Background: an optimization exercise with open tools, aiming at small area, a short achievable clock period and few clock cycles. Do not read the settings as production practice.
The RTL was checked by simulation tests, not by an equivalence proof against the original design.

File: flow/run.sh
#!/bin/bash
set -euo pipefail
bash standard.sh SETUP_SLACK_MARGIN=7.5 'BUFFER_PORTS_ARGS=-buffer_cell sky130_fd_sc_hd__buf_1' finish > standard_make.log 2>&1
File: standard.sh
#!/bin/bash
# synth_recipe.tcl (not shown) runs the flow's synth.tcl, then flattens the netlist and writes it again
# the make line also repeats each setting of config.mk as NAME=value (left out here)
make -C /OpenROAD-flow-scripts/flow DESIGN_CONFIG=/design/flow/config.mk WORK_HOME=/design/flow/orfs CLKGATE_MAP_FILE= SYNTH_SCRIPT=/design/flow/synth_recipe.tcl "${@:-finish}"
File: config.mk
export PLATFORM = sky130hd
export DESIGN_NAME = LearningMachine
export DESIGN_NICKNAME = LearningMachine
export VERILOG_FILES = /design/flow/design.v
export SDC_FILE = /design/flow/constraint.sdc
export NUM_CORES = 4
export LEC_CHECK = 0
export ABC_CLOCK_PERIOD_IN_PS = 5000
export CAP_MARGIN = 20
export CORE_MARGIN = 2
export CORE_UTILIZATION = 40
export SETUP_SLACK_MARGIN = 5
export SLEW_MARGIN = 20
export SYNTH_HIERARCHICAL = 1
export SYNTH_MINIMUM_KEEP_SIZE = 0
File: constraint.sdc
create_clock -name core_clock -period 12.0 [get_ports {clk}]
set_input_delay 2.4000 -clock core_clock [delete_from_list [all_inputs] [get_ports {clk}]]
set_output_delay 2.4000 -clock core_clock [all_outputs]
set_load 0.01 [all_outputs]
File: design.v
`timescale 1ns/1ns
module Controller(input clk, rst, start, compare, flag, output InitYin, InitW1, InitW2, InitB, InitFlag, InitAlpha, LdX1, LdX2, LdT, Select2, LdYin, LdFlag, LdAlphaT, LdW1, LdW2, LdB,ReadEn,Ready, output [1:0] Select1, Sel1, Sel2);
	reg initYin, initW1, initW2, initB, initFlag, initAlpha, ldX1, ldX2, ldT, select2, ldYin, ldFlag, ldAlphaT, ldW1, ldW2, ldB;
	reg [1:0] select1, sel1, sel2;
	reg [3:0] ns, ps;
	reg ldCnt, cntDown;
	reg readEn, ready;
	wire co;
	reg [7:0] Cout;
	always@(ps, start, co, compare, flag)begin
		ns = 4'b0;
		case(ps)
			4'b0000: begin
				ns = (start)? 4'b0001 : 4'b0000;
			  end
			4'b0001: begin
				ns = 4'b0010;
				end
			4'b0010: begin
				ns = 4'b0011;
				end
			4'b0011: begin
				ns = 4'b0100;
				end
			4'b0100: begin
				ns = 4'b0101;
				end
			4'b0101: begin
				ns = compare ? 4'b0110 : 4'b1010;
				end
			4'b0110: begin
				ns = 4'b0111;
				end
			4'b0111: begin
				ns = 4'b1000;
				end
			4'b1000: begin
				ns = 4'b1001;
				end
			4'b1001: begin
				ns = 4'b1010;
				end
			4'b1010: begin
				ns = (co == 0) ? 4'b0010 : 
				     (flag == 1) ? 4'b1011 : 
				     (flag == 0) ? 4'b0000 : 4'b1010;
				end
			4'b1011: begin
			  ns = 4'b0010;
			  end
			default: ns = 4'b0000;
		endcase
	end
	always@(ps)begin
		{initYin, initW1, initW2, initB, initFlag, ldCnt, initAlpha, ldX1, ldX2, ldT, cntDown, select2, ldYin, ldFlag, ldAlphaT, ldW1, ldW2, ldB} = 18'b0;
		readEn = 1'b0;
		ready = 1'b0;
		select1 = 2'b0;
		sel1 = 2'b0;
		sel2 = 2'b0;
		case(ps)
			4'b0000: begin
				ready = 1;
			  end
			4'b0001: begin
				initW1 = 1;
				initW2 = 1;
				initB = 1;
				initYin = 1;
				ldCnt = 1;
				initAlpha = 1;
				end
			4'b0010: begin
				ldX1 = 1;
				ldX2 = 1;
				ldT = 1;
				cntDown = 1;
				readEn = 1;
				end
			4'b0011: begin
				sel1 = 2'b00;
				sel2 = 2'b01;
				select1 = 2'b01;
				select2 = 1;
				ldYin = 1;
				end
			4'b0100: begin
				sel1 = 2'b01;
				sel2 = 2'b10;
				select1 = 2'b00;
				select2 = 1;
				ldYin = 1;
				end
			4'b0101: begin
				end
			4'b0110: begin
				sel1 = 2'b10;
				sel2 = 2'b0;
				ldAlphaT = 1;
				ldFlag = 1;
				end
			4'b0111: begin
				sel1 = 2'b11;
				sel2 = 2'b01;
				select2 = 1;
				select1 = 2'b10;
				ldW1 = 1;
				end
			4'b1000: begin
				sel1 = 2'b11;
				sel2 = 2'b10;
				select2 = 1;
				select1 = 2'b11;
				ldW2 = 1;
				end
			4'b1001: begin
				select2 = 0;
				select1 = 2'b01;
				ldB = 1;
				end
			4'b1010: begin
				end
			4'b1011: begin
			  ldCnt = 1;
			  initFlag = 1;
			  end
		endcase
	end
	always@(posedge clk,posedge rst)begin
		if(rst) ps <= 4'b0000;
		else ps <= ns;
	end
	always@(posedge clk, posedge rst)begin
	  if(rst)
	    Cout = 8'b11001000;
	  else begin
	    if(ldCnt) Cout <= 8'b11001000;
	    else if(cntDown) Cout <= Cout - 1;
	  end
  end
  assign co = ~|{Cout};
  assign InitYin = initYin;
  assign InitW1 = initW1;
  assign InitW2 = initW2;
  assign InitB = initB;
  assign InitFlag = initFlag;
  assign LdCnt = ldCnt;
  assign InitAlpha = initAlpha;
  assign LdX1 = ldX1;
  assign LdX2 = ldX2;
  assign LdT = ldT;
  assign CntDown = cntDown;
  assign Select1 = select1;
  assign Select2 = select2;
  assign LdYin = ldYin;
  assign LdFlag = ldFlag;
  assign LdAlphaT = ldAlphaT;
  assign LdW1 = ldW1;
  assign LdW2 = ldW2;
  assign LdB = ldB;
  assign Sel1 = sel1;
  assign Sel2 = sel2;
  assign ReadEn = readEn;
  assign Ready = ready;
endmodule
`timescale 1ns/1ns
module FlagReg(input clk,rst,loadData,initVal, output out);
  reg outData;
  assign out = outData;
  always@(posedge clk, posedge rst)begin
    if(rst) outData <= 1'b0;
    else
    begin
      if(initVal) outData <= 1'b0;
      else
    begin
    if (loadData) outData <= 1'b1;
    else outData <= outData;
    end
  end
  end
endmodule
`timescale 1ns/1ns
module Reg2bit(input clk,rst,loadData,initVal, input [1:0] inData, output[1:0] out);
  reg [1:0] outData;
  assign out = outData;
  always@(posedge clk, posedge rst)begin
    if(rst) outData <= 2'b0;
    else
    begin
      if(initVal) outData <= 2'b0;
      else
    begin
    if (loadData) outData <= inData;
    else outData <= outData;
    end
  end
  end
endmodule
`timescale 1ns/1ns
module Reg3bit(input clk,rst,loadData,initVal, input [2:0] inData, output[2:0] out);
  reg [2:0] outData;
  assign out = outData;
  always@(posedge clk, posedge rst)begin
    if(rst) outData <= 3'b0;
    else
    begin
      if(initVal) outData <= 3'b0;
      else
    begin
    if (loadData) outData <= inData;
    else outData <= outData;
    end
  end
  end
endmodule
`timescale 1ns/1ns
module Reg7bit(input clk,rst,loadData,initVal, input [6:0] inData, output[6:0] out);
  reg [6:0] outData;
  assign out = outData;
  always@(posedge clk, posedge rst)begin
    if(rst) outData <= 7'b0;
    else
    begin
      if(initVal) outData <= 7'b0;
      else
    begin
    if (loadData) outData <= inData;
    else outData <= outData;
    end
  end
  end
endmodule
`timescale 1ns/1ns
module Reg14bit(input clk,rst,loadData,initVal, input [13:0] inData, output[13:0] out);
  reg [13:0] outData;
  assign out = outData;
  always@(posedge clk, posedge rst)begin
    if(rst) outData <= 14'b0;
    else
    begin
      if(initVal) outData <= 14'b0;
      else
    begin
    if (loadData) outData <= inData;
    else outData <= outData;
    end
  end
  end
endmodule
`timescale 1ns/1ns
module Mux2to1(input select, input [13:0]in1,in2, output [13:0]MuxOut);
  assign MuxOut = ~select ? in1 : in2;
endmodule
`timescale 1ns/1ns
module Mux4to1(input [1:0]select, input [13:0]in1,in2,in3,in4, output [13:0]MuxOut);
  assign MuxOut = select==2'b00 ? in1 :
          select==2'b01 ? in2 :
          select==2'b10 ? in3 :
          select==2'b11 ? in4 : 14'bz;
endmodule
`timescale 1ns/1ns
module adder( input [13:0] op1, op2, output [13:0] result );
  assign result = op1 + op2;
endmodule
`timescale 1ns/1ns
module multiplier( input [13:0] op1, op2, output [13:0] result );
  wire [27:0] w;
  wire signed [13:0] operand1,operand2;
  assign operand1 = op1;
  assign operand2 = op2;
  assign w = operand1 * operand2;
  assign result = w[21:8];
endmodule
`timescale 1ns/1ns
module DataPath(input clk,rst, input [6:0] x1Data,x2Data, input [1:0] tData, input InitYin, InitW1, InitW2, InitB, InitFlag, InitAlpha, LdX1, LdX2, LdT, Select2, LdYin, LdFlag, LdAlphaT, LdW1, LdW2, LdB, input [1:0]  Select1, Sel1, Sel2, output compare, flag, output[1:0] signYin, output[13:0] w1,w2,b,Yin);
  wire [6:0] x1,x2;
  wire [1:0] t;
  wire [2:0] alpha,alphaT;
  wire [13:0] AddOut,MultOut,MultOp1,MultOp2,AddOp1,AddOp2;
  wire [13:0] castedT,castedAlphaT,castedAlpha,castedX1,castedX2;
  assign castedT = t[1] ? {4'b1111, t, 8'b0}: {4'b0, t, 8'b0};
  assign castedAlphaT = alphaT[2] ? {5'b11111, alphaT, 6'b0}: {5'b0, alphaT, 6'b0};
  assign castedAlpha = alpha[2] ? {5'b11111, alpha, 6'b0}: {5'b0, alpha, 6'b0};
  assign castedX1 = x1[6] ? {3'b111, x1, 4'b0}: {3'b0, x1, 4'b0};
  assign castedX2 = x2[6] ? {3'b111, x2, 4'b0}: {3'b0, x2, 4'b0};
  FlagReg FLAG(clk,rst,LdFlag,InitFlag, flag);
  Reg2bit T(clk,rst,LdT,1'b0,tData,t);
  Reg3bit ALPHA(clk,rst,InitAlpha,1'b0,3'b011, alpha);
  Reg3bit ALPHAT(clk,rst,LdAlphaT,1'b0,MultOut[8:6], alphaT);
  Reg7bit X1(clk,rst,LdX1,1'b0,x1Data, x1);
  Reg7bit X2(clk,rst,LdX2,1'b0,x2Data, x2);
  Reg14bit W1(clk,rst,LdW1,InitW1,AddOut, w1);
  Reg14bit W2(clk,rst,LdW2,InitW2,AddOut, w2);
  Reg14bit B (clk,rst,LdB,InitB,AddOut, b);
  Reg14bit YIN (clk,rst,LdYin,InitYin,AddOut, Yin);
  Mux4to1 MULTOP1(Sel1,w1,w2,castedT,castedAlphaT, MultOp1);
  Mux4to1 MULTOP2(Sel2,castedAlpha,castedX1,castedX2,14'b0, MultOp2);
  Mux4to1 ADDOP1(Select1,Yin,b,w1,w2, AddOp1);
  Mux2to1 ADDOP2(Select2,castedAlphaT,MultOut, AddOp2);
  multiplier MULTIPLIER(MultOp1,MultOp2, MultOut);
  adder ADDER(AddOp1,AddOp2, AddOut);
  assign compare = (Yin == 14'b0) ? 1 : (Yin[13] ^ t[1]);
  assign signYin = Yin[13] ? 2'b11 : 2'b01;  
endmodule
`timescale 1ns/1ns
module LearningMachine(input clk,rst, start, input [6:0] x1Data,x2Data, input [1:0] tData, output[1:0] signYin, output[13:0] w1,w2,b,Yin,output ReadEn, Ready);
  reg busy, rdEn, valid;
  reg xlast, flag;
  reg [7:0] cnt;
  reg [6:0] x1, x2;
  reg [3:0] o1, o2;      
  reg [2:0] tw1, tw2;    
  reg t;
  reg [11:0] u1, u2;
  reg [7:0] v;
  reg [13:0] yReg;
  wire [13:0] ya, yb;
  wire [11:0] u1n, u2n;
  wire n1;
  wire n2;
  wire n3;
  wire n4;
  wire n5;
  wire n6;
  wire n7;
  wire n8;
  wire n9;
  wire n10;
  wire n11;
  wire n12;
  wire n13;
  wire n14;
  wire n15;
  wire n16;
  wire n17;
  wire n18;
  wire n19;
  wire n20;
  wire n21;
  wire n22;
  wire n23;
  wire n24;
  wire n25;
  wire n26;
  wire n27;
  wire n28;
  wire n29;
  wire n30;
  wire n31;
  wire n32;
  wire n33;
  wire n34;
  wire n35;
  wire n36;
  wire n37;
  wire n38;
  wire n39;
  wire n40;
  wire n41;
  wire n42;
  wire n43;
  wire n44;
  wire n45;
  wire n46;
  wire n47;
  wire n48;
  wire n49;
  wire s50;
  wire c51;
  wire s52;
  wire c53;
  wire n54;
  wire n55;
  wire n56;
  wire n57;
  wire n58;
  wire n59;
  wire n60;
  wire n61;
  wire n62;
  wire n63;
  wire n64;
  wire n65;
  wire n66;
  wire n67;
  wire n68;
  wire n69;
  wire n70;
  wire n71;
  wire n72;
  wire n73;
  wire n74;
  wire n75;
  wire n76;
  wire n77;
  wire n78;
  wire n79;
  wire n80;
  wire n81;
  wire n82;
  wire n83;
  wire n84;
  wire n85;
  wire n86;
  wire n87;
  wire n88;
  wire n89;
  wire n90;
  wire n91;
  wire n92;
  wire n93;
  wire n94;
  wire n95;
  wire n96;
  wire n97;
  wire n98;
  wire n99;
  wire n100;
  wire n101;
  wire s102;
  wire c103;
  wire s104;
  wire c105;
  wire s106;
  wire c107;
  wire s108;
  wire c109;
  wire s110;
  wire c111;
  wire s112;
  wire c113;
  wire s114;
  wire c115;
  wire s116;
  wire c117;
  wire s118;
  wire c119;
  wire s120;
  wire c121;
  wire s122;
  wire c123;
  wire s124;
  wire c125;
  wire s126;
  wire c127;
  wire s128;
  wire c129;
  wire s130;
  wire c131;
  wire s132;
  wire c133;
  wire s134;
  wire c135;
  wire s136;
  wire c137;
  wire s138;
  wire c139;
  wire s140;
  wire c141;
  wire s142;
  wire c143;
  wire s144;
  wire c145;
  wire s146;
  wire c147;
  wire s148;
  wire c149;
  wire s150;
  wire c151;
  wire s152;
  wire c153;
  wire s154;
  wire c155;
  wire s156;
  wire c157;
  wire s158;
  wire c159;
  wire s160;
  wire c161;
  wire s162;
  wire c163;
  wire s164;
  wire c165;
  wire s166;
  wire c167;
  wire s168;
  wire c169;
  wire s170;
  wire c171;
  wire s172;
  wire c173;
  wire s174;
  wire c175;
  wire s176;
  wire c177;
  wire s178;
  wire c179;
  wire s180;
  wire c181;
  wire s182;
  wire c183;
  wire s184;
  wire c185;
  wire s186;
  wire c187;
  wire s188;
  wire c189;
  wire s190;
  wire c191;
  wire s192;
  wire c193;
  wire s194;
  wire c195;
  wire s196;
  wire c197;
  wire s198;
  wire c199;
  wire s200;
  wire c201;
  wire s202;
  wire c203;
  wire s204;
  wire c205;
  wire s206;
  wire c207;
  wire s208;
  wire c209;
  wire s210;
  wire c211;
  wire s212;
  wire c213;
  wire s214;
  wire c215;
  wire s216;
  wire c217;
  wire s218;
  wire c219;
  wire s220;
  wire c221;
  wire s222;
  wire c223;
  wire s224;
  wire c225;
  wire s226;
  wire c227;
  wire s228;
  wire c229;
  wire s230;
  wire c231;
  wire s232;
  wire c233;
  wire s234;
  wire c235;
  wire s236;
  wire c237;
  wire s238;
  wire c239;
  wire s240;
  wire c241;
  wire s242;
  wire c243;
  wire s244;
  wire c245;
  wire s246;
  wire c247;
  wire s248;
  wire c249;
  wire s250;
  wire c251;
  wire s252;
  wire c253;
  wire s254;
  wire c255;
  wire s256;
  wire c257;
  wire s258;
  wire c259;
  wire s260;
  wire c261;
  wire s262;
  wire c263;
  wire s264;
  wire c265;
  wire s266;
  wire c267;
  wire s268;
  wire c269;
  wire s270;
  wire c271;
  wire s272;
  wire c273;
  wire n274;
  wire n275;
  wire n276;
  wire n277;
  wire n278;
  wire n279;
  wire n280;
  wire n281;
  wire n282;
  wire n283;
  wire n284;
  wire n285;
  wire s286;
  wire c287;
  wire s288;
  wire c289;
  wire s290;
  wire c291;
  wire s292;
  wire c293;
  wire s294;
  wire c295;
  wire s296;
  wire c297;
  wire s298;
  wire c299;
  wire s300;
  wire c301;
  wire s302;
  wire c303;
  wire s304;
  wire c305;
  wire s306;
  wire c307;
  wire s308;
  wire c309;
  wire s310;
  wire c311;
  wire s312;
  wire c313;
  wire s314;
  wire c315;
  wire s316;
  wire c317;
  wire s318;
  wire c319;
  wire s320;
  wire c321;
  wire s322;
  wire c323;
  wire s324;
  wire c325;
  wire s326;
  wire c327;
  wire s328;
  wire c329;
  wire s330;
  wire c331;
  wire n332;
  wire n333;
  wire n334;
  wire n335;
  wire n336;
  wire n337;
  wire n338;
  wire n339;
  wire n340;
  wire n341;
  wire n342;
  wire n343;
  wire s344;
  wire c345;
  wire s346;
  wire c347;
  wire s348;
  wire c349;
  wire s350;
  wire c351;
  wire s352;
  wire c353;
  wire s354;
  wire c355;
  wire s356;
  wire c357;
  wire s358;
  wire c359;
  wire s360;
  wire c361;
  wire s362;
  wire c363;
  wire s364;
  wire c365;
  wire s366;
  wire c367;
  wire s368;
  wire c369;
  wire s370;
  wire c371;
  wire s372;
  wire c373;
  wire s374;
  wire c375;
  wire s376;
  wire c377;
  wire s378;
  wire c379;
  wire s380;
  wire c381;
  wire s382;
  wire c383;
  wire s384;
  wire c385;
  wire s386;
  wire c387;
  wire s388;
  wire c389;
  assign n1 = ((o1[0] & u1[0])) ^ x1[1];
  assign n2 = ((o1[0] & u1[1]) | (tw1[0] & u1[0])) ^ x1[1];
  assign n3 = ((o1[0] & u1[2]) | (tw1[0] & u1[1])) ^ x1[1];
  assign n4 = ((o1[0] & u1[3]) | (tw1[0] & u1[2])) ^ x1[1];
  assign n5 = ((o1[0] & u1[4]) | (tw1[0] & u1[3])) ^ x1[1];
  assign n6 = ((o1[0] & u1[5]) | (tw1[0] & u1[4])) ^ x1[1];
  assign n7 = ((o1[0] & u1[6]) | (tw1[0] & u1[5])) ^ x1[1];
  assign n8 = ((o1[0] & u1[7]) | (tw1[0] & u1[6])) ^ x1[1];
  assign n9 = ((o1[0] & u1[8]) | (tw1[0] & u1[7])) ^ x1[1];
  assign n10 = ((o1[0] & u1[9]) | (tw1[0] & u1[8])) ^ x1[1];
  assign n11 = ((o1[0] & u1[10]) | (tw1[0] & u1[9])) ^ x1[1];
  assign n12 = ((o1[0] & u1[11]) | (tw1[0] & u1[10])) ^ x1[1];
  assign n13 = ~(((o1[0] & u1[11]) | (tw1[0] & u1[11])) ^ x1[1]);
  assign n14 = ((o1[1] & u1[0])) ^ x1[3];
  assign n15 = ((o1[1] & u1[1]) | (tw1[1] & u1[0])) ^ x1[3];
  assign n16 = ((o1[1] & u1[2]) | (tw1[1] & u1[1])) ^ x1[3];
  assign n17 = ((o1[1] & u1[3]) | (tw1[1] & u1[2])) ^ x1[3];
  assign n18 = ((o1[1] & u1[4]) | (tw1[1] & u1[3])) ^ x1[3];
  assign n19 = ((o1[1] & u1[5]) | (tw1[1] & u1[4])) ^ x1[3];
  assign n20 = ((o1[1] & u1[6]) | (tw1[1] & u1[5])) ^ x1[3];
  assign n21 = ((o1[1] & u1[7]) | (tw1[1] & u1[6])) ^ x1[3];
  assign n22 = ((o1[1] & u1[8]) | (tw1[1] & u1[7])) ^ x1[3];
  assign n23 = ((o1[1] & u1[9]) | (tw1[1] & u1[8])) ^ x1[3];
  assign n24 = ((o1[1] & u1[10]) | (tw1[1] & u1[9])) ^ x1[3];
  assign n25 = ((o1[1] & u1[11]) | (tw1[1] & u1[10])) ^ x1[3];
  assign n26 = ~(((o1[1] & u1[11]) | (tw1[1] & u1[11])) ^ x1[3]);
  assign n27 = ((o1[2] & u1[0])) ^ x1[5];
  assign n28 = ((o1[2] & u1[1]) | (tw1[2] & u1[0])) ^ x1[5];
  assign n29 = ((o1[2] & u1[2]) | (tw1[2] & u1[1])) ^ x1[5];
  assign n30 = ((o1[2] & u1[3]) | (tw1[2] & u1[2])) ^ x1[5];
  assign n31 = ((o1[2] & u1[4]) | (tw1[2] & u1[3])) ^ x1[5];
  assign n32 = ((o1[2] & u1[5]) | (tw1[2] & u1[4])) ^ x1[5];
  assign n33 = ((o1[2] & u1[6]) | (tw1[2] & u1[5])) ^ x1[5];
  assign n34 = ((o1[2] & u1[7]) | (tw1[2] & u1[6])) ^ x1[5];
  assign n35 = ((o1[2] & u1[8]) | (tw1[2] & u1[7])) ^ x1[5];
  assign n36 = ((o1[2] & u1[9]) | (tw1[2] & u1[8])) ^ x1[5];
  assign n37 = ((o1[2] & u1[10]) | (tw1[2] & u1[9])) ^ x1[5];
  assign n38 = ((o1[2] & u1[11]) | (tw1[2] & u1[10])) ^ x1[5];
  assign n39 = (o1[3] & u1[0]);
  assign n40 = x1[6] & ~((o1[3] & u1[0]));
  assign n41 = ((o1[3] & u1[1])) ^ x1[6];
  assign n42 = ((o1[3] & u1[2])) ^ x1[6];
  assign n43 = ((o1[3] & u1[3])) ^ x1[6];
  assign n44 = ((o1[3] & u1[4])) ^ x1[6];
  assign n45 = ((o1[3] & u1[5])) ^ x1[6];
  assign n46 = ((o1[3] & u1[6])) ^ x1[6];
  assign n47 = ((o1[3] & u1[7])) ^ x1[6];
  assign n48 = ((o1[3] & u1[8])) ^ x1[6];
  assign n49 = ((o1[3] & u1[9])) ^ x1[6];
  LM_ha hs50(n1, x1[1], s50, c51);
  LM_ha hs52(n2, c51, s52, c53);
  assign n54 = ((o2[0] & u2[0])) ^ x2[1];
  assign n55 = ((o2[0] & u2[1]) | (tw2[0] & u2[0])) ^ x2[1];
  assign n56 = ((o2[0] & u2[2]) | (tw2[0] & u2[1])) ^ x2[1];
  assign n57 = ((o2[0] & u2[3]) | (tw2[0] & u2[2])) ^ x2[1];
  assign n58 = ((o2[0] & u2[4]) | (tw2[0] & u2[3])) ^ x2[1];
  assign n59 = ((o2[0] & u2[5]) | (tw2[0] & u2[4])) ^ x2[1];
  assign n60 = ((o2[0] & u2[6]) | (tw2[0] & u2[5])) ^ x2[1];
  assign n61 = ((o2[0] & u2[7]) | (tw2[0] & u2[6])) ^ x2[1];
  assign n62 = ((o2[0] & u2[8]) | (tw2[0] & u2[7])) ^ x2[1];
  assign n63 = ((o2[0] & u2[9]) | (tw2[0] & u2[8])) ^ x2[1];
  assign n64 = ((o2[0] & u2[10]) | (tw2[0] & u2[9])) ^ x2[1];
  assign n65 = ((o2[0] & u2[11]) | (tw2[0] & u2[10])) ^ x2[1];
  assign n66 = ~(((o2[0] & u2[11]) | (tw2[0] & u2[11])) ^ x2[1]);
  assign n67 = ((o2[1] & u2[0])) ^ x2[3];
  assign n68 = ((o2[1] & u2[1]) | (tw2[1] & u2[0])) ^ x2[3];
  assign n69 = ((o2[1] & u2[2]) | (tw2[1] & u2[1])) ^ x2[3];
  assign n70 = ((o2[1] & u2[3]) | (tw2[1] & u2[2])) ^ x2[3];
  assign n71 = ((o2[1] & u2[4]) | (tw2[1] & u2[3])) ^ x2[3];
  assign n72 = ((o2[1] & u2[5]) | (tw2[1] & u2[4])) ^ x2[3];
  assign n73 = ((o2[1] & u2[6]) | (tw2[1] & u2[5])) ^ x2[3];
  assign n74 = ((o2[1] & u2[7]) | (tw2[1] & u2[6])) ^ x2[3];
  assign n75 = ((o2[1] & u2[8]) | (tw2[1] & u2[7])) ^ x2[3];
  assign n76 = ((o2[1] & u2[9]) | (tw2[1] & u2[8])) ^ x2[3];
  assign n77 = ((o2[1] & u2[10]) | (tw2[1] & u2[9])) ^ x2[3];
  assign n78 = ((o2[1] & u2[11]) | (tw2[1] & u2[10])) ^ x2[3];
  assign n79 = ~(((o2[1] & u2[11]) | (tw2[1] & u2[11])) ^ x2[3]);
  assign n80 = ((o2[2] & u2[0])) ^ x2[5];
  assign n81 = ((o2[2] & u2[1]) | (tw2[2] & u2[0])) ^ x2[5];
  assign n82 = ((o2[2] & u2[2]) | (tw2[2] & u2[1])) ^ x2[5];
  assign n83 = ((o2[2] & u2[3]) | (tw2[2] & u2[2])) ^ x2[5];
  assign n84 = ((o2[2] & u2[4]) | (tw2[2] & u2[3])) ^ x2[5];
  assign n85 = ((o2[2] & u2[5]) | (tw2[2] & u2[4])) ^ x2[5];
  assign n86 = ((o2[2] & u2[6]) | (tw2[2] & u2[5])) ^ x2[5];
  assign n87 = ((o2[2] & u2[7]) | (tw2[2] & u2[6])) ^ x2[5];
  assign n88 = ((o2[2] & u2[8]) | (tw2[2] & u2[7])) ^ x2[5];
  assign n89 = ((o2[2] & u2[9]) | (tw2[2] & u2[8])) ^ x2[5];
  assign n90 = ((o2[2] & u2[10]) | (tw2[2] & u2[9])) ^ x2[5];
  assign n91 = ((o2[2] & u2[11]) | (tw2[2] & u2[10])) ^ x2[5];
  assign n92 = ((o2[3] & u2[0])) ^ x2[6];
  assign n93 = ((o2[3] & u2[1])) ^ x2[6];
  assign n94 = ((o2[3] & u2[2])) ^ x2[6];
  assign n95 = ((o2[3] & u2[3])) ^ x2[6];
  assign n96 = ((o2[3] & u2[4])) ^ x2[6];
  assign n97 = ((o2[3] & u2[5])) ^ x2[6];
  assign n98 = ((o2[3] & u2[6])) ^ x2[6];
  assign n99 = ((o2[3] & u2[7])) ^ x2[6];
  assign n100 = ((o2[3] & u2[8])) ^ x2[6];
  assign n101 = ((o2[3] & u2[9])) ^ x2[6];
  LM_ha hs102(n54, x2[1], s102, c103);
  LM_ha hs104(n55, c103, s104, c105);
  LM_fa fs106(n3, n14, x1[3], s106, c107);
  LM_fa fs108(n5, n16, n27, s108, c109);
  LM_ha hs110(n6, n17, s110, c111);
  LM_fa fs112(n7, n18, n29, s112, c113);
  LM_fa fs114(n39, n60, n71, s114, c115);
  LM_fa fs116(n8, n19, n30, s116, c117);
  LM_fa fs118(n40, n41, n61, s118, c119);
  LM_ha hs120(n72, n83, s120, c121);
  LM_fa fs122(n9, n20, n31, s122, c123);
  LM_fa fs124(n42, n62, n73, s124, c125);
  LM_fa fs126(n84, n94, v[0], s126, c127);
  LM_fa fs128(n10, n21, n32, s128, c129);
  LM_fa fs130(n43, n63, n74, s130, c131);
  LM_fa fs132(n85, n95, v[1], s132, c133);
  LM_fa fs134(n11, n22, n33, s134, c135);
  LM_fa fs136(n44, n64, n75, s136, c137);
  LM_fa fs138(n86, n96, v[2], s138, c139);
  LM_fa fs140(n12, n23, n34, s140, c141);
  LM_fa fs142(n45, n65, n76, s142, c143);
  LM_fa fs144(n87, n97, v[3], s144, c145);
  LM_fa fs146(n13, n24, n35, s146, c147);
  LM_fa fs148(n46, n66, n77, s148, c149);
  LM_fa fs150(n88, n98, v[4], s150, c151);
  LM_fa fs152(n25, n36, n47, s152, c153);
  LM_fa fs154(n78, n89, n99, s154, c155);
  LM_ha hs156(v[5], 1'b1, s156, c157);
  LM_fa fs158(n26, n37, n48, s158, c159);
  LM_fa fs160(n79, n90, n100, s160, c161);
  LM_ha hs162(v[6], 1'b1, s162, c163);
  LM_fa fs164(n38, n49, n91, s164, c165);
  LM_fa fs166(s106, c53, n56, s166, c167);
  LM_fa fs168(c107, n4, n15, s168, c169);
  LM_fa fs170(s108, x1[5], n58, s170, c171);
  LM_ha hs172(n69, n80, s172, c173);
  LM_fa fs174(c109, s110, n28, s174, c175);
  LM_fa fs176(n59, n70, n81, s176, c177);
  LM_fa fs178(c111, s112, s114, s178, c179);
  LM_fa fs180(n82, n92, x2[6], s180, c181);
  LM_fa fs182(c113, c115, s116, s182, c183);
  LM_fa fs184(s118, s120, n93, s184, c185);
  LM_fa fs186(c117, c119, c121, s186, c187);
  LM_fa fs188(s122, s124, s126, s188, c189);
  LM_fa fs190(c123, c125, c127, s190, c191);
  LM_fa fs192(s128, s130, s132, s192, c193);
  LM_fa fs194(c129, c131, c133, s194, c195);
  LM_fa fs196(s134, s136, s138, s196, c197);
  LM_fa fs198(c135, c137, c139, s198, c199);
  LM_fa fs200(s140, s142, s144, s200, c201);
  LM_fa fs202(c141, c143, c145, s202, c203);
  LM_fa fs204(s146, s148, s150, s204, c205);
  LM_fa fs206(c147, c149, c151, s206, c207);
  LM_fa fs208(s152, s154, s156, s208, c209);
  LM_fa fs210(c153, c155, c157, s210, c211);
  LM_fa fs212(s158, s160, s162, s212, c213);
  LM_fa fs214(c159, c161, c163, s214, c215);
  LM_fa fs216(s164, n101, v[7], s216, c217);
  LM_ha hs218(s166, n67, s218, c219);
  LM_fa fs220(c167, s168, n57, s220, c221);
  LM_fa fs222(c169, s170, s172, s222, c223);
  LM_fa fs224(c171, c173, s174, s224, c225);
  LM_fa fs226(c175, c177, s178, s226, c227);
  LM_fa fs228(c179, c181, s182, s228, c229);
  LM_fa fs230(c183, c185, s186, s230, c231);
  LM_fa fs232(c187, c189, s190, s232, c233);
  LM_fa fs234(c191, c193, s194, s234, c235);
  LM_fa fs236(c195, c197, s198, s236, c237);
  LM_fa fs238(c199, c201, s202, s238, c239);
  LM_fa fs240(c203, c205, s206, s240, c241);
  LM_fa fs242(c207, c209, s210, s242, c243);
  LM_fa fs244(c211, c213, s214, s244, c245);
  LM_ha hs246(s218, x2[3], s246, c247);
  LM_fa fs248(c219, s220, n68, s248, c249);
  LM_fa fs250(c221, s222, x2[5], s250, c251);
  LM_fa fs252(c223, s224, s176, s252, c253);
  LM_fa fs254(c225, s226, s180, s254, c255);
  LM_fa fs256(c227, s228, s184, s256, c257);
  LM_fa fs258(c229, s230, s188, s258, c259);
  LM_fa fs260(c231, s232, s192, s260, c261);
  LM_fa fs262(c233, s234, s196, s262, c263);
  LM_fa fs264(c235, s236, s200, s264, c265);
  LM_fa fs266(c237, s238, s204, s266, c267);
  LM_fa fs268(c239, s240, s208, s268, c269);
  LM_fa fs270(c241, s242, s212, s270, c271);
  LM_fa fs272(c243, s244, s216, s272, c273);
  assign ya = {c271, c269, c267, c265, c263, c261, c259, c257, c255, c253, c251, c249, c247, s246};
  assign yb = {s272, s270, s268, s266, s264, s262, s260, s258, s256, s254, s252, s250, s248, c105};
  assign n274 = x1[0] ^ t;
  assign n275 = x1[1] ^ t;
  assign n276 = x1[2] ^ t;
  assign n277 = x1[3] ^ t;
  assign n278 = x1[4] ^ t;
  assign n279 = x1[5] ^ t;
  assign n280 = x1[6] ^ t;
  assign n281 = x1[6] ^ t;
  assign n282 = x1[6] ^ t;
  assign n283 = x1[6] ^ t;
  assign n284 = x1[6] ^ t;
  assign n285 = x1[6] ^ t;
  LM_ha hs286(u1[1], n275, s286, c287);
  LM_ha hs288(u1[2], n276, s288, c289);
  LM_ha hs290(u1[3], n277, s290, c291);
  LM_ha hs292(u1[4], n278, s292, c293);
  LM_ha hs294(u1[5], n279, s294, c295);
  LM_ha hs296(u1[6], n280, s296, c297);
  LM_ha hs298(u1[7], n281, s298, c299);
  LM_ha hs300(u1[8], n282, s300, c301);
  LM_ha hs302(u1[9], n283, s302, c303);
  LM_ha hs304(u1[10], n284, s304, c305);
  LM_ha hs306(u1[11], n285, s306, c307);
  LM_ha hs308(u1[0], n274, s308, c309);
  LM_fa fs310(s286, n274, t, s310, c311);
  LM_fa fs312(c287, s288, n275, s312, c313);
  LM_fa fs314(c289, s290, n276, s314, c315);
  LM_fa fs316(c291, s292, n277, s316, c317);
  LM_fa fs318(c293, s294, n278, s318, c319);
  LM_fa fs320(c295, s296, n279, s320, c321);
  LM_fa fs322(c297, s298, n280, s322, c323);
  LM_fa fs324(c299, s300, n281, s324, c325);
  LM_fa fs326(c301, s302, n282, s326, c327);
  LM_fa fs328(c303, s304, n283, s328, c329);
  LM_fa fs330(c305, s306, n284, s330, c331);
  assign u1n = {c329, c327, c325, c323, c321, c319, c317, c315, c313, c311, c309, s308} + {s330, s328, s326, s324, s322, s320, s318, s316, s314, s312, s310, t};
  assign n332 = x2[0] ^ t;
  assign n333 = x2[1] ^ t;
  assign n334 = x2[2] ^ t;
  assign n335 = x2[3] ^ t;
  assign n336 = x2[4] ^ t;
  assign n337 = x2[5] ^ t;
  assign n338 = x2[6] ^ t;
  assign n339 = x2[6] ^ t;
  assign n340 = x2[6] ^ t;
  assign n341 = x2[6] ^ t;
  assign n342 = x2[6] ^ t;
  assign n343 = x2[6] ^ t;
  LM_ha hs344(u2[1], n333, s344, c345);
  LM_ha hs346(u2[2], n334, s346, c347);
  LM_ha hs348(u2[3], n335, s348, c349);
  LM_ha hs350(u2[4], n336, s350, c351);
  LM_ha hs352(u2[5], n337, s352, c353);
  LM_ha hs354(u2[6], n338, s354, c355);
  LM_ha hs356(u2[7], n339, s356, c357);
  LM_ha hs358(u2[8], n340, s358, c359);
  LM_ha hs360(u2[9], n341, s360, c361);
  LM_ha hs362(u2[10], n342, s362, c363);
  LM_ha hs364(u2[11], n343, s364, c365);
  LM_ha hs366(u2[0], n332, s366, c367);
  LM_fa fs368(s344, n332, t, s368, c369);
  LM_fa fs370(c345, s346, n333, s370, c371);
  LM_fa fs372(c347, s348, n334, s372, c373);
  LM_fa fs374(c349, s350, n335, s374, c375);
  LM_fa fs376(c351, s352, n336, s376, c377);
  LM_fa fs378(c353, s354, n337, s378, c379);
  LM_fa fs380(c355, s356, n338, s380, c381);
  LM_fa fs382(c357, s358, n339, s382, c383);
  LM_fa fs384(c359, s360, n340, s384, c385);
  LM_fa fs386(c361, s362, n341, s386, c387);
  LM_fa fs388(c363, s364, n342, s388, c389);
  assign u2n = {c387, c385, c383, c381, c379, c377, c375, c373, c371, c369, c367, s366} + {s388, s386, s384, s382, s380, s378, s376, s374, s372, s370, s368, t};
  wire [13:0] y = ya + yb;
  wire [13:0] zx = ya ^ yb ^ {ya[12:0] | yb[12:0], 1'b0};
  wire yzero = ~|zx;
  wire mis = yzero | (y[13] ^ t);
  wire upd = valid & mis;
  wire [7:0] vn = t ? v - 8'd3 : v + 8'd3;
  wire last = (cnt == 8'd199);
  function [6:0] booth(input [6:0] x);
    reg [8:0] e;
    integer i;
    begin
      e = {x[6], x, 1'b0};
      for (i = 0; i < 4; i = i + 1)
        booth[i] = e[2*i+1] ^ e[2*i];
      for (i = 0; i < 3; i = i + 1)
        booth[4+i] = (e[2*i+2] & ~e[2*i+1] & ~e[2*i]) | (~e[2*i+2] & e[2*i+1] & e[2*i]);
    end
  endfunction
  wire [6:0] bd1 = booth(x1Data);
  wire [6:0] bd2 = booth(x2Data);
  always @(posedge clk) begin
    x1 <= x1Data; x2 <= x2Data; t <= tData[1];
    o1 <= bd1[3:0]; tw1 <= bd1[6:4];
    o2 <= bd2[3:0]; tw2 <= bd2[6:4];
  end
  always @(posedge clk) begin
    if (!busy) begin
      xlast <= 1'b0; flag <= 1'b0; cnt <= 8'd0;
    end else begin
      if (rdEn) begin
        xlast <= last;
        cnt <= last ? 8'd0 : cnt + 8'd1;
      end
      if (rdEn && last) flag <= 1'b0;
      else if (upd && !xlast) flag <= 1'b1;
    end
  end
  always @(posedge clk, posedge rst) begin
    if (rst) begin
      busy <= 1'b0; rdEn <= 1'b0; valid <= 1'b0;
      u1 <= 12'd0; u2 <= 12'd0; v <= 8'd0; yReg <= 14'd0;
    end else begin
      if (valid) yReg <= y;
      if (!busy) begin
        if (start) begin
          busy <= 1'b1; rdEn <= 1'b1; valid <= 1'b0;
          u1 <= 12'd0; u2 <= 12'd0; v <= 8'd0;
        end
      end else begin
        valid <= rdEn;
        if (upd) begin
          u1 <= u1n; u2 <= u2n; v <= vn;
        end
        if (rdEn && last) begin
          rdEn <= flag | upd;
        end else if (!rdEn && xlast && valid) begin
          rdEn <= mis;
          busy <= mis;
        end
      end
    end
  end
  assign w1 = {u1, 2'b00};
  assign w2 = {u2, 2'b00};
  assign b = {v, 6'b0};
  assign Yin = yReg;
  assign signYin = {yReg[13], 1'b1};
  assign ReadEn = rdEn;
  assign Ready = ~busy;
endmodule
module LM_fa(input a, b, c, output s, co);
  assign s = a ^ b ^ c;
  assign co = (a & b) | (a & c) | (b & c);
endmodule
module LM_ha(input a, b, output s, co);
  assign s = a ^ b;
  assign co = a & b;
endmodule
==> flow_metrics.env, run 1 <==
export IMPL_final_hold_violation_count=0
export IMPL_tritoncts="done"
export IMPL_fmax_ghz=0.1972
export IMPL_slowest_delay_ns=0.54
export IMPL_grt_usage=0.1946
export IMPL_grt_start_max_net_pins=50
export IMPL_hpwl_mm=16.65
export IMPL_synthDistinctLibCells=58
export IMPL_ys_flop_type="dfrtp_1"
export IMPL_critPathCaptureType="flop"
export IMPL_rsz0062_at_grt="true"
export IMPL_slew_viol_final=0
export IMPL_num_rows=56
export IMPL_coreArea_mm2=0.02340
export IMPL_cp_top_family="adder cells"
export IMPL_yosys_warnings=8
export IMPL_placed_cells_incl_taps=1259
export IMPL_critical_path_required_ns=12.24
export IMPL_synth_top_cell_area_share=0.2174
export IMPL_overflow=0
export IMPL_htree_levels=3
export IMPL_drtIter0Drc=366
export IMPL_synth_edff_count=0
export IMPL_timing_worst_slew_pin_value_ns=0.9807
export IMPL_drc=0
export IMPL_crit_fanout=7
export IMPL_ys_top_cells_by_area="fa_1 22%, dfrtp_1 13%, ha_1 12%"
export IMPL_grt_pass1_wl_mm=37.09
export IMPL_synthArstFlopShare=0.5698
export IMPL_cts_made_buffers=9
export IMPL_num_vias=6793
export IMPL_fin_crit_sh=0.4227
export IMPL_cts_num_sinks=86
export IMPL_die_area_mm2=0.02496
export IMPL_yosysTopAreaCell="fa_1"
export IMPL_hp_class="flop to flop"
export IMPL_cts_root_buf="clkbuf_16"
export IMPL_portBuffers=66
export IMPL_maxSlewHeadroom=0.3440
export IMPL_synthToLayoutAreaGrowth_pct=15.74
export IMPL_synth_area_mm2=0.009484
export IMPL_start_kind="flop"
export IMPL_drive_gt1_frac=0.1845
export IMPL_max_cap_viol_count=0
export IMPL_synth_most_common_cell="xnor2_1"
export IMPL_fin_setup_tns_ns=0
export IMPL_drt_total_wl_mm=22.93
export IMPL_finalWeightedCongestion=0.8340
export IMPL_skew_ns=0.01083
export IMPL_cp_cell_sequence="buf_4 > a22oi_2 > xnor2_2 > fa_2 > fa_1 > fa_2 > fa_1 > inv_2 > ha_4 > o211ai_1 > a211oi_2 > o21ai_2 > and4_4 > nor3_4 > mux2_4 > nor2b_4 > buf_4 > buf_12 > mux2i_1"
export IMPL_outcome="timing/DRC/antenna clean"
export IMPL_yosysSeqAreaShare=0.2074
export IMPL_clkTransAtPathRegs_ns=0.07
export IMPL_worstSetupPathType="flop to flop"
export IMPL_ys_ff_latch=86
export IMPL_fp_dieH_um=158.0
export IMPL_critPathBufInv=4
export IMPL_layout_nets=1199
export IMPL_fin_cells=1311
export IMPL_synth_commonest_cells="121 x xnor2_1, 103 x fa_1, 90 x ha_1"
export IMPL_wl_per_cell_um=17.49
export IMPL_holdBufCountCts=0
export IMPL_postSynthCellCount=934
export IMPL_viasPerCell=5.182
export IMPL_initial_core_util=0.4053
export IMPL_grt_pass1_vias=6885
export IMPL_grt_antenna_before_repair=0
export IMPL_io_pins=79
export IMPL_setup_viol=0
export IMPL_n_antenna_cell=0
export IMPL_period_needed_ns=5.072
export IMPL_die_width_um=158.0
export IMPL_ant_nets=0
export IMPL_syn_area_per_cell_um2=10.15
export IMPL_first_pass_iters=5
export IMPL_cp_arrival_ns=5.31
export IMPL_clk_insertion_delay_late_ns=0.36
export IMPL_cts_buffer_depth=2
export IMPL_critical_path_slowest_cell="fa_1"
final timing paths:
check	start	slack, ns	cells after the start	endpoint
setup / recovery	u1[3]	6.93	19	u1[7]
hold / removal	flag	0.49	2	flag
setup reg to reg	u1[3]	6.93	19	u1[7]
hold reg to reg	flag	0.49	2	flag
max in group asynchronous	rst	9.26	3	u1[5]
min in group asynchronous	rst	2.21	3	rdEn
placed cells by master, fill, tap and decap left out, types with 16 or more instances in the layout:
master,n
inv_1,39
ha_1,77
nand2_1,81
xnor2_1,118
a22oi_2,18
dfrtp_2,20
nor2_1,21
dfxtp_1,16
fa_1,83
o21ai_0,28
mux2i_1,30
fa_2,20
buf_4,29
xor2_1,48
buf_1,67
a21oi_1,28
a22oi_1,48
dfrtp_1,29
Yosys stat by module (local to each module, per instance):
module,area (um^2),flip-flops and latches
LearningMachine,7064,86
LM_fa,20.02,0
LM_ha,12.51,0
final cells by class:
type,instances,area (um^2)
sequential,86,2038
timing repair buffer,106,645.6
clock inverter,6,73.82
clock buffer,10,250.2
inverter,42,157.7
fill,2205,12430
tap,319,399.1
multi-input combinational,742,7412
logic make-up after synthesis:
kind of cell | count (synthesis) | share of synthesized area
compound gates | 168 | 0.1186
xor+xnor | 171 | 0.1579
fa+ha+maj | 193 | 0.3361
buf+inv | 117 | 0.05712
flops | 86 | 0.2074
mux | 41 | 0.04512
other cells | 2 | 0.0007919
simple gates | 156 | 0.07692
layer usage:
layer	wire, um	global-route usage
met3	866	0.03039
met4	611	0.06478
met5	0	0
met1	10730	0.2672
met2	10720	0.3143
through the flow:
stage	instance area (um^2)	setup WS, ns	utilization	hold slack [ns]
final	10980	6.928	0.4690	0.4858
after global routing	10980	6.714	0.4690	0.5044
after CTS	10850	6.940	0.4638	0.4814
after detailed placement	10040	6.102	0.4289	0.4632
after global placement	10040	6.129	0.4289	0.4587
after floorplan	9897	7.117	-	0.4372
state kept, by name, indices dropped and copies added, names as in the netlist, 4 cells and up:
| name | flops |
|---|---|
| yReg | 14 |
| u1 | 12 |
| u2 | 12 |
| cnt | 8 |
| v | 8 |
| x1 | 6 |
| x2 | 6 |
| o1 | 4 |
| o2 | 4 |
worst min-delay path, cell delays in order, from the launching register on:
cell and delay [ns]:
dfxtp_1 0.34, a31oi_1 0.04, nor2_1 0.07
repair_timing:
item | 4_1_cts | 5_1_grt
pin swaps | 23 | 3
resized for setup | 81 | 16
endpoints found under the setup margin | 45 | 42
buffers inserted | 30 | 3
hold endpoints to repair | 0 | 0
cloned | 2 | 1
Testbench counts, summed over its fixed seeds: cycles 145,544.
==> run 2: changes to the inputs <==
==> run.sh (new file) <==
#!/bin/bash
# synth_recipe.tcl (not shown) runs the flow's synth.tcl, then flattens the netlist and writes it again
# the make line also repeats each setting of config.mk as NAME=value (left out here)
make -C /OpenROAD-flow-scripts/flow DESIGN_CONFIG=/design/flow/config.mk WORK_HOME=/design/flow/orfs CLKGATE_MAP_FILE= SYNTH_SCRIPT=/design/flow/synth_recipe.tcl finish
removed: flow/run.sh
removed: standard.sh
==> flow_metrics.env, run 2 <==
export IMPL_cts_root_buf="clkbuf_16"
export IMPL_holdBufCountCts=0
export IMPL_ys_flop_type="dfrtp_1"
export IMPL_yosysSeqAreaShare=0.2074
export IMPL_synth_top_family_by_area="adder cells"
export IMPL_crit_fanout=27
export IMPL_hp_class="flop to flop"
export IMPL_fillers=2303
export IMPL_grt_pass1_vias=6607
export IMPL_hpwl_mm=16.22
export IMPL_final_cell_mix="121 x xnor2_1, 103 x fa_1, 90 x ha_1"
export IMPL_coreArea_mm2=0.02340
export IMPL_num_vias=6584
export IMPL_initial_core_util=0.4053
export IMPL_worstSetupPathType="flop to flop"
export IMPL_grt_pass1_wl_mm=34.50
export IMPL_ys_ff_latch=86
export IMPL_cts_num_sinks=86
export IMPL_drc=0
export IMPL_synthDistinctLibCells=58
export IMPL_maxSlewHeadroom=0.3242
export IMPL_setup_viol=0
export IMPL_slew_viol_final=0
export IMPL_synthToLayoutAreaGrowth_pct=11.06
export IMPL_synth_top_cell_area_share=0.2174
export IMPL_synth_mux_area_fraction=0.04512
export IMPL_die_width_um=158.0
export IMPL_fmax_ghz=0.1674
export IMPL_first_pass_iters=5
export IMPL_skew_ns=0.01577
export IMPL_yosysTopAreaCell="fa_1"
export IMPL_fp_dieH_um=158.0
export IMPL_drtIter0Drc=421
export IMPL_largest_register_ffs=14
export IMPL_timing_worst_slew_pin_value_ns=1.010
export IMPL_synth_most_common_cell="xnor2_1"
export IMPL_synthXorXnorAreaFrac=0.1579
export IMPL_grt_antenna_before_repair=0
export IMPL_postSynthCellCount=934
export IMPL_grt_usage=0.1750
export IMPL_ys_top_cells_by_area="fa_1 22%, dfrtp_1 13%, ha_1 12%"
export IMPL_die_area_mm2=0.02496
export IMPL_synthArstFlopShare=0.5698
export IMPL_clkTransAtPathRegs_ns=0.07
export IMPL_outcome="timing/DRC/antenna clean"
export IMPL_critical_path_required_ns=12.27
export IMPL_n_antenna_cell=0
export IMPL_clk_insertion_delay_late_ns=0.35
export IMPL_whs_ns=0.4860
export IMPL_cp_cell_sequence="xnor2_1 > fa_1 > fa_1 > fa_1 > fa_1 > inv_1 > ha_1 > a211oi_2 > o21bai_2 > o21ai_1 > a21oi_1 > nor3_2 > mux2_4 > nor2b_4 > buf_4 > mux2i_1"
export IMPL_crit_top_cell="fa_1"
export IMPL_drive_gt1_frac=0.04184
export IMPL_tritoncts="done"
export IMPL_cts_setup_buffers=0
export IMPL_io_pins=79
export IMPL_period_needed_ns=5.972
export IMPL_syn_area_per_cell_um2=10.15
export IMPL_synth_compound_area_frac=0.1186
export IMPL_final_hold_violation_count=0
export IMPL_rsz0062_at_grt="false"
export IMPL_cts_made_buffers=9
export IMPL_synth_commonest_cells="121 x xnor2_1, 103 x fa_1, 90 x ha_1"
export IMPL_fin_crit_sh=0.4977
export IMPL_cp_arrival_ns=6.24
export IMPL_synth_area_mm2=0.009484
export IMPL_htree_levels=3
export IMPL_grt_start_max_net_pins=50
export IMPL_portBuffers=66
export IMPL_regMostFlops="yReg"
export IMPL_wl_per_cell_um=16.27
export IMPL_start_kind="flop"
export IMPL_ant_nets=0
export IMPL_max_cap_viol_count=0
export IMPL_cp_top_family="adder cells"
export IMPL_drt_total_wl_mm=20.75
export IMPL_fin_setup_tns_ns=0
export IMPL_critPathCaptureType="flop"
export IMPL_reg_top3="yReg x14, u1 x12, u2 x12"
export IMPL_yosys_warnings=8
export IMPL_layout_commonest_cell="xnor2_1"
export IMPL_critPathBufInv=2
export IMPL_slowest_delay_ns=0.90
export IMPL_finalWeightedCongestion=0.8477
export IMPL_synth_simple_area_share=0.07691
export IMPL_synthAdderAreaFrac=0.3361
export IMPL_viasPerCell=5.164
export IMPL_critical_path_slowest_cell="dfxtp_1"
export IMPL_cts_buffer_depth=2
export IMPL_overflow=0
export IMPL_num_rows=56
export IMPL_layout_nets=1163
export IMPL_synth_edff_count=0
export IMPL_cts_resized=0
## run 2: cell counts after synthesis
No cell type changed its count.
## run 2: final cells by class
| type | count | area (um^2) | area share |
|---|---|---|---|
| inverter | 42 | 157.7 | 0.01497 |
| clock buffer | 11 | 264.0 | 0.02507 |
| clock inverter | 5 | 37.54 | 0.003564 |
| multi-input combinational | 742 | 7017 | 0.6662 |
| tap | 319 | 399.1 | 0.03790 |
| timing repair buffer | 70 | 690.7 | 0.06557 |
| sequential | 86 | 1967 | 0.1867 |
## run 2: worst paths after layout
check / startpoint / end / slack, ns / cells past startpoint
worst max-delay path: x1[3] / u1[8] / 6.03 / 16
worst min-delay path: flag / flag / 0.49 / 2
worst max register to register: x1[3] / u1[8] / 6.03 / 16
worst min register to register: flag / flag / 0.49 / 2
max in group asynchronous: rst / u1[7] / 8.96 / 3
min in group asynchronous: rst / valid / 2.57 / 3
## run 2: logic make-up (layout without fill, tap and decap cells)
family          Yosys count  in the layout
xor+xnor                171            171
other cells               2             13
compound gates          168            168
mux                      41             41
fa+ha+maj               193            193
flops                    86             86
simple gates            156            156
buf+inv                 117            128
## run 2: per-module statistics from Yosys (local to each module, per instance)
module / cells / cell area [um^2] / flip-flops and latches
LM_fa: 1 / 20.02 / 0
LM_ha: 1 / 12.51 / 0
LearningMachine: 800 / 7064 / 86
## run 2: stage by stage
stage                     instances  setup slack (ns)  instance area (um^2)  utilization
after floorplan                 945             6.661                  9525            -
after global placement         1259             6.107                 10230       0.4372
after detailed placement       1259             6.079                 10230       0.4372
after CTS                      1275             6.042                 10530       0.4501
after global routing           1275             5.722                 10530       0.4501
final                          1275             6.028                 10530       0.4501
## run 2: per-layer routing
layer,track usage,wire length (um)
met5,0,0
met4,0.04462,301
met2,0.2807,9441
met1,0.2470,10250
met3,0.02792,759
## run 2: tightest hold or removal path: cells and delay by family, from the launching register on
family | cells | cell delay (ns)
and+or+nand+nor | 1 | 0.07
DFF | 1 | 0.34
AOI/OAI and AO/OA | 1 | 0.04
==> run 3: changes to the inputs <==
==> flow/run.sh (new file) <==
#!/bin/bash
set -euo pipefail
bash standard.sh SETUP_SLACK_MARGIN=6.5 'BUFFER_PORTS_ARGS=-buffer_cell sky130_fd_sc_hd__buf_1' finish > standard_make.log 2>&1
==> standard.sh (new file) <==
#!/bin/bash
# synth_recipe.tcl (not shown) runs the flow's synth.tcl, then flattens the netlist and writes it again
# the make line also repeats each setting of config.mk as NAME=value (left out here)
make -C /OpenROAD-flow-scripts/flow DESIGN_CONFIG=/design/flow/config.mk WORK_HOME=/design/flow/orfs CLKGATE_MAP_FILE= SYNTH_SCRIPT=/design/flow/synth_recipe.tcl "${@:-finish}"
removed: run.sh
==> flow_metrics.env, run 3 <==
export IMPL_ys_top_cells_by_area="fa_1 22%, dfrtp_1 13%, ha_1 12%"
export IMPL_yosysSeqAreaShare=0.2074
export IMPL_viasPerCell=5.064
export IMPL_n_antenna_cell=0
export IMPL_synthDistinctLibCells=58
export IMPL_clkTransAtPathRegs_ns=0.07
export IMPL_ys_ff_latch=86
export IMPL_finalWeightedCongestion=0.8432
export IMPL_cts_root_buf="clkbuf_16"
export IMPL_grt_antenna_before_repair=0
export IMPL_initial_core_util=0.4053
export IMPL_grt_usage=0.1771
export IMPL_maxSlewHeadroom=0.3378
export IMPL_fp_dieH_um=158.0
export IMPL_drc=0
export IMPL_cts_made_buffers=9
export IMPL_io_pins=79
export IMPL_layout_commonest_cell="xnor2_1"
export IMPL_final_cell_mix="120 x xnor2_1, 99 x fa_1, 81 x nand2_1, 81 x ha_1, 66 x buf_1"
export IMPL_hold_path_end="flag"
export IMPL_worstSetupPathType="flop to flop"
export IMPL_critical_path_slowest_cell="fa_1"
export IMPL_fillers=2292
export IMPL_period_needed_ns=5.284
export IMPL_final_util=0.4531
export IMPL_cp_arrival_ns=5.52
export IMPL_ys_flop_type="dfrtp_1"
export IMPL_cp_cell_sequence="a22oi_2 > xnor2_2 > fa_1 > fa_1 > fa_1 > fa_2 > buf_4 > buf_4 > fa_1 > a21o_1 > a21o_1 > a21oi_1 > o21a_1 > nor3_1 > o31a_1 > or3_1 > a31o_1"
export IMPL_setup_viol=0
export IMPL_synthArstFlopShare=0.5698
export IMPL_slowest_delay_ns=0.62
export IMPL_ant_nets=0
export IMPL_rsz0062_at_grt="false"
export IMPL_whs_ns=0.4837
export IMPL_hp_class="flop to flop"
export IMPL_crit_fanout=6
export IMPL_die_width_um=158.0
export IMPL_coreArea_mm2=0.02340
export IMPL_max_cap_viol_count=0
export IMPL_die_area_mm2=0.02496
export IMPL_layout_nets=1190
export IMPL_crit_top_cell="fa_1"
export IMPL_wl_per_cell_um=16.47
export IMPL_synth_commonest_cells="121 x xnor2_1, 103 x fa_1, 90 x ha_1"
export IMPL_timing_rr_start="u1[1]"
export IMPL_holdPathStages=2
export IMPL_synth_edff_count=0
export IMPL_grt_pass1_vias=6621
export IMPL_cts_buffer_depth=2
export IMPL_synth_top_cell_area_share=0.2174
export IMPL_regMostFlops="yReg"
export IMPL_num_vias=6593
export IMPL_slew_viol_final=0
export IMPL_start_kind="flop"
export IMPL_synth_most_common_cell="xnor2_1"
export IMPL_grt_pass1_wl_mm=35.03
export IMPL_synthToLayoutAreaGrowth_pct=11.81
export IMPL_drive_gt1_frac=0.1384
export IMPL_first_pass_iters=5
export IMPL_drt_total_wl_mm=21.44
export IMPL_cp_top_family="adder cells"
export IMPL_syn_area_per_cell_um2=10.15
export IMPL_reg_top3="yReg x14, u1 x12, u2 x12"
export IMPL_outcome="timing/DRC/antenna clean"
export IMPL_fin_crit_sh=0.4403
export IMPL_postSynthCellCount=934
export IMPL_htree_levels=3
export IMPL_final_hold_violation_count=0
export IMPL_fin_setup_tns_ns=0
export IMPL_grt_start_max_net_pins=50
export IMPL_overflow=0
export IMPL_critPathCaptureType="flop"
export IMPL_timing_worst_slew_pin_value_ns=0.9899
export IMPL_drtIter0Drc=412
export IMPL_hold_path_startpoint="flag"
export IMPL_setup_slack_ns=6.716
export IMPL_post_place_ws_ns=5.954
export IMPL_skew_ns=0.01372
export IMPL_clk_insertion_delay_late_ns=0.36
export IMPL_largest_register_ffs=14
export IMPL_yosys_warnings=8
export IMPL_hpwl_mm=16.33
export IMPL_critPathBufInv=2
export IMPL_synth_area_mm2=0.009484
export IMPL_r2r_cells=17
export IMPL_fmax_ghz=0.1893
export IMPL_yosysTopAreaCell="fa_1"
export IMPL_rr_endpoint="yReg[12]"
export IMPL_timing_reg2reg_setup_slack_ns=6.72
export IMPL_num_rows=56
export IMPL_portBuffers=66
export IMPL_fin_cells=1302
export IMPL_placed_cells_incl_taps=1259
export IMPL_critical_path_required_ns=12.23
export IMPL_tritoncts="done"
export IMPL_cts_num_sinks=86
-- run 3: cell counts after synthesis --
Identical to the previous run, type by type.
-- run 3: what timing repair did --
| item | 4_1_cts | 5_1_grt |
|---|---|---|
| cloned | 1 | 0 |
| pin swaps | 1 | 13 |
| setup buffers | 3 | 23 |
| hold buffers | 0 | 0 |
| endpoints found under the setup margin | 32 | 33 |
| resized for setup | 17 | 69 |
-- run 3: cell type report --
cell class / count / area (um^2) / area share
repair buffers: 97 / 520.5 / 0.04909
inverters: 42 / 157.7 / 0.01487
well taps: 319 / 399.1 / 0.03764
clock inverters: 3 / 46.29 / 0.004366
clock buffers: 13 / 282.8 / 0.02667
multi-input cells: 742 / 7161 / 0.6753
flip-flops and latches: 86 / 2037 / 0.1921
-- run 3: metrics by stage --
step / instance area, um^2
floorplan: 9525
global placement: 9818
detailed placement: 9818
CTS: 10240
global route: 10600
finish: 10600
-- run 3: worst register-to-register path, cell delays in order, from the launching register on --
cell and delay, ns:
dfrtp_2 0.45, a22oi_2 0.22, xnor2_2 0.10, fa_1 0.42, fa_1 0.53, fa_1 0.62
fa_2 0.46, buf_4 0.15, buf_4 0.13, fa_1 0.44, a21o_1 0.18, a21o_1 0.20
a21oi_1 0.20, o21a_1 0.18, nor3_1 0.07, o31a_1 0.29, or3_1 0.31, a31o_1 0.22
-- run 3: Yosys stat by module, one instance, submodules excluded --
module | cells | flip-flops and latches
LM_ha | 1 | 0
LearningMachine | 800 | 86
LM_fa | 1 | 0
-- run 3: logic make-up (layout without fill, tap and decap cells) --
logic type,count (synthesis),after routing,synth area share
flops,86,86,0.2074
xor+xnor,171,171,0.1579
compound gates,168,168,0.1186
fa+ha+maj,193,193,0.3361
buf+inv,117,155,0.05712
simple gates,156,156,0.07692
other cells,2,13,0.0007919
mux,41,41,0.04512
-- run 3: worst max path at each step --
stage,startpoint,endpoint,cells past startpoint
3_3_place_gp,x1[1],u1[7],16
3_5_place_dp,x1[3],u1[1],16
2_1_floorplan,x1[1],v[0],19
6_report,u1[1],yReg[12],17
4_1_cts,u1[1],u1[1],18
5_1_grt,u1[8],u2[4],17
-- run 3: layer usage --
layer,routed length (um),track usage,vias up
li1,-,-,3191
met1,10620,0.2571,3249
met2,9865,0.2822,138
met3,716,0.02354,15
met4,239,0.03904,0
met5,0,0,-

## separate check: timing with driven ports
How much do the figures lean on ideal ports? The routed layouts below were timed once more, with nothing changed but the port constraints. Step 1, drivers: a clkbuf_16 drives clk and a buf_2 each remaining input, both assumed. Step 2 adds t to the input delays and takes it off the output delays; t is the mean of the earliest and latest rising clock arrival at the registers after step 1. Input paths then give back, and output paths get back, about the clock's delay inside the block. Three values: ideal ports, drivers, drivers and shift; two values: the first two.
run	t (ns)	setup WS [ns]	worst register clock-pin slew, ns	pins driven straight from the clock port
run 1	0.401	6.928 / 6.928 / 6.928	0.08 / 0.08	1
run 2	0.391	6.028 / 6.028 / 6.028	0.07 / 0.07	1
run 3	0.395	6.716 / 6.716 / 6.716	0.07 / 0.07	1
After both steps setup and hold are still met in every run listed.
